Context: an optimization exercise on an open-source flow, tuned for small area, a short achievable clock period and few clock cycles per item. The choices shown serve that exercise and are no tape-out recipe. RTL that was checked went through simulation tests only; none was proved equivalent to the original. Power and IR drop assume default switching activity.

Setup of job 101:
==> flow/design.v (excerpt) <==
module rvv_div #(
  parameter int K   = 1,          
  parameter int ADD = 1           
) (
  input  logic         clk,
  input  logic         rst_n,
  input  logic         in_valid,
  input  logic [2:0]   in_rob_entry,
  input  logic [5:0]   in_funct6,
  input  logic [2:0]   in_funct3,
  input  logic [2:0]   in_eew,
  input  logic [127:0] in_vs1,
  input  logic [127:0] in_vs2,
  input  logic [31:0]  in_rs1,
  output logic         out_valid,
  output logic [2:0]   out_rob_entry,
  output logic [127:0] out_data,
  input  logic         out_ready
);
  localparam int CW = 5;          
  function automatic logic [127:0] seg_neg(input logic [127:0] x,
                                           input logic [15:0]  neg,
                                           input logic [15:0]  st);
    logic [15:0] lo;
    logic        p;
    for (int j = 0; j < 16; j++) begin
      if (st[j] || j == 0) lo[j] = 1'b0;
      else                 lo[j] = lo[j-1] | (|x[8*(j-1) +: 8]);
    end
    for (int j = 0; j < 16; j++) begin
      p = lo[j];
      for (int b = 0; b < 8; b++) begin
        seg_neg[8*j+b] = x[8*j+b] ^ (neg[j] & p);
        p = p | x[8*j+b];
      end
    end
  endfunction
  function automatic logic [71:0] add36(input logic [35:0] a, input logic [35:0] b);
    logic [35:0] g, p, c;
    if (ADD == 0) begin
      logic [36:0] t;
      t = {1'b0, a} + {1'b0, b};
      c = {t[36], t[35:1] ^ a[35:1] ^ b[35:1]};
      add36 = {c, t[35:0]};
    end else begin
      g = a & b;
      p = a ^ b;
      if (ADD == 1) begin
        for (int l = 1; l < 36; l = l * 2)
          for (int i = 2*l-1; i < 36; i = i + 2*l) begin
            g[i] = g[i] | (p[i] & g[i-l]);
            p[i] = p[i] & p[i-l];
          end
        for (int l = 16; l >= 1; l = l / 2)
          for (int i = 3*l-1; i < 36; i = i + 2*l) begin
            g[i] = g[i] | (p[i] & g[i-l]);
            p[i] = p[i] & p[i-l];
          end
      end else begin
        for (int k = 0; k < 6; k++)
          for (int i = 0; i < 36; i++)
            if ((i >> k) & 1) begin
              g[i] = g[i] | (p[i] & g[((i >> k) << k) - 1]);
              p[i] = p[i] & p[((i >> k) << k) - 1];
            end
      end
      add36 = {g, a ^ b ^ {g[34:0], 1'b0}};
    end
  endfunction
  ...
Size in the first run: ~3600 cells after synthesis, ~490 flip-flops, ~440 I/O pins, about 0.031 mm2 of cells after synthesis.
==> flow/config.mk <==
export PLATFORM = sky130hd
export DESIGN_NAME = rvv_div
export DESIGN_NICKNAME = rvv_div
export VERILOG_FILES = /design/flow/design.v
export SDC_FILE = /design/flow/constraint.sdc
export NUM_CORES = 8
export LEC_CHECK = 0
export CAP_MARGIN = 40
export CORE_MARGIN = 2
export CORE_UTILIZATION = 45
export CTS_CLUSTER_DIAMETER = 80
export CTS_CLUSTER_SIZE = 20
export SLEW_MARGIN = 40
==> flow/constraint.sdc <==
create_clock -name core_clock -period 11.5 [get_ports {clk}]
set_input_delay 2.3000 -clock core_clock [delete_from_list [all_inputs] [get_ports {clk}]]
set_output_delay 2.3000 -clock core_clock [all_outputs]
set_load 0.01 [all_outputs]
standard.sh (not shown) runs the stock make flow with config.mk's settings and CLKGATE_MAP_FILE= SYNTH_SCRIPT=/design/flow/synth_recipe.tcl, a recipe that flattens the netlist after the stock synthesis.
==> flow/flow/run.sh <==
#!/bin/bash
set -euo pipefail
bash standard.sh SETUP_SLACK_MARGIN=7.9 "BUFFER_PORTS_ARGS=-buffer_cell sky130_fd_sc_hd__buf_1" finish > standard.log 2>&1
Testbench counts of job 101, summed over its fixed seeds: cycles 693,362, uops 32,000.
Modified inputs, job 102 compared to job 101
--- a/flow/design.v
+++ b/flow/design.v
@@ -575,21 +575,23 @@
                      i_e16 ? mag_bit(in_vs2, i_sa[j], 8*j, 16, 0) :
                      in_vs2[8*j+31] & ~(i_sa[j] & (i_bo[j] | i_bo[j+1] | i_bo[j+2] |
                                                    or_bits(in_vs2, 8*j+24, 7)));
   end
   logic [127:0]  d_q;             
   logic [15:0]   ci_q;            
   logic [15:0]   sa_q;            
+  logic [15:0]   st_q;            
   logic [15:0]   sx_q, sy_q;      
   logic          e8_q, e16_q, rem_q;
   logic [2:0]    rob_q;
   always_ff @(posedge clk) begin
     d_q   <= i_d;
     ci_q  <= ~i_sb;
     sa_q  <= i_sa;
+    st_q  <= i_st;
     for (int j = 0; j < 16; j++) begin
       sx_q[j] <= i_st[j] ? ~i_sb[j] : 1'b1;
       sy_q[j] <= i_st[j] ? ~i_sb[j] : 1'b0;
     end
     e8_q  <= i_e8;
     e16_q <= i_e16;
     rem_q <= i_rem;
@@ -637,27 +639,25 @@
     nflag_q <= idle ? i_sa : to_fix ? neg : 16'h0;
     for (int i = 0; i < 128; i++)
       if (idle) t_q[i] <= (i % 8 == 0) & i_st[i/8] & i_qn[0][i/8];
       else      t_q[i] <= t_it[i];
     for (int j = 0; j < 16; j++) rm_q[j] <= r_it[8*j+7];
     if (idle)       q_q <= in_vs2;
     else if (run_q) q_q <= q_it;
-    else            q_q <= nx;
+    else if (fix_q) q_q <= nx;
   end
   always_comb
     for (int i = 0; i < 128; i++)
       if (i % 8 == 7 && (i == 127 || st[i/8+1])) rf[i] = rm_q[i/8];
       else                                       rf[i] = t_q[i+1];
   always_comb
     for (int j = 0; j < 16; j++)
       qn[j] = e8_q ? nx[8*j+6] : e16_q ? nx[8*(j|1)+6] : nx[8*(j|3)+6];
   logic [15:0] st, d1, bz, neg;
-  always_comb
-    for (int j = 0; j < 16; j++)
-      st[j] = (j % 4 == 0) | sy_q[j] | ~sx_q[j];
+  assign st = st_q;
   always_comb begin
     for (int j = 0; j < 16; j++) d1[j] = &d_q[8*j +: 8];
     for (int j = 0; j < 16; j++) begin
       bz[j]  = ci_q[j] & (e8_q ? d1[j] : e16_q ? d1[j & ~1] & d1[j | 1] : &d1[(j & ~3) +: 4]);
       neg[j] = rem_q ? sa_q[j] : (sa_q[j] ^ ~ci_q[j]) & ~bz[j];
     end
   end
--- outcome ---
The run with more routed wire is job 102, not job 101.
Job 102 vs. job 101: post-layout instance area increased 2.8%, sequential share of cell area increased by 2.8 points relative to the old numbers, core utilization fell 1.0 points.
Between job 102 and job 101, the relative contribution of combinational cells to total power is lower for job 101.
Summary of job 102 over job 101: share of the final layout cell area in multi-input gates went down 1.7 points; via count went up 1433.
No functional check of the RTL was part of job 102.

[re-timing with driven ports]
Ports are ideal in the flow. The routed layouts listed here were re-timed in OpenROAD. Step 1: set_driving_cell puts a clkbuf_16 on clk and a buf_2 on each other input, an assumption about the parent block. Step 2 times the ports against the registers' clock, not the clock port: input delays grow and output delays shrink by t, the midpoint of the rising clock arrivals with the driver on. Slacks: no drivers / after step 1 / after step 2; pairs: no drivers / after step 1.
| run | t (ns) | slack for setup (ns) | clock arrival spread, ns |
|---|---|---|---|
| job 101 | 0.653 | 7.912 / 7.786 / 7.133 | 0.030 / 0.030 |
| job 102 | 0.672 | 7.882 / 7.817 / 7.248 | 0.034 / 0.033 |
After both steps every run listed still meets setup and hold. For job 101, which loses most, drivers alone change the setup slack by -0.126 ns; drivers and shift together by -0.779 ns.
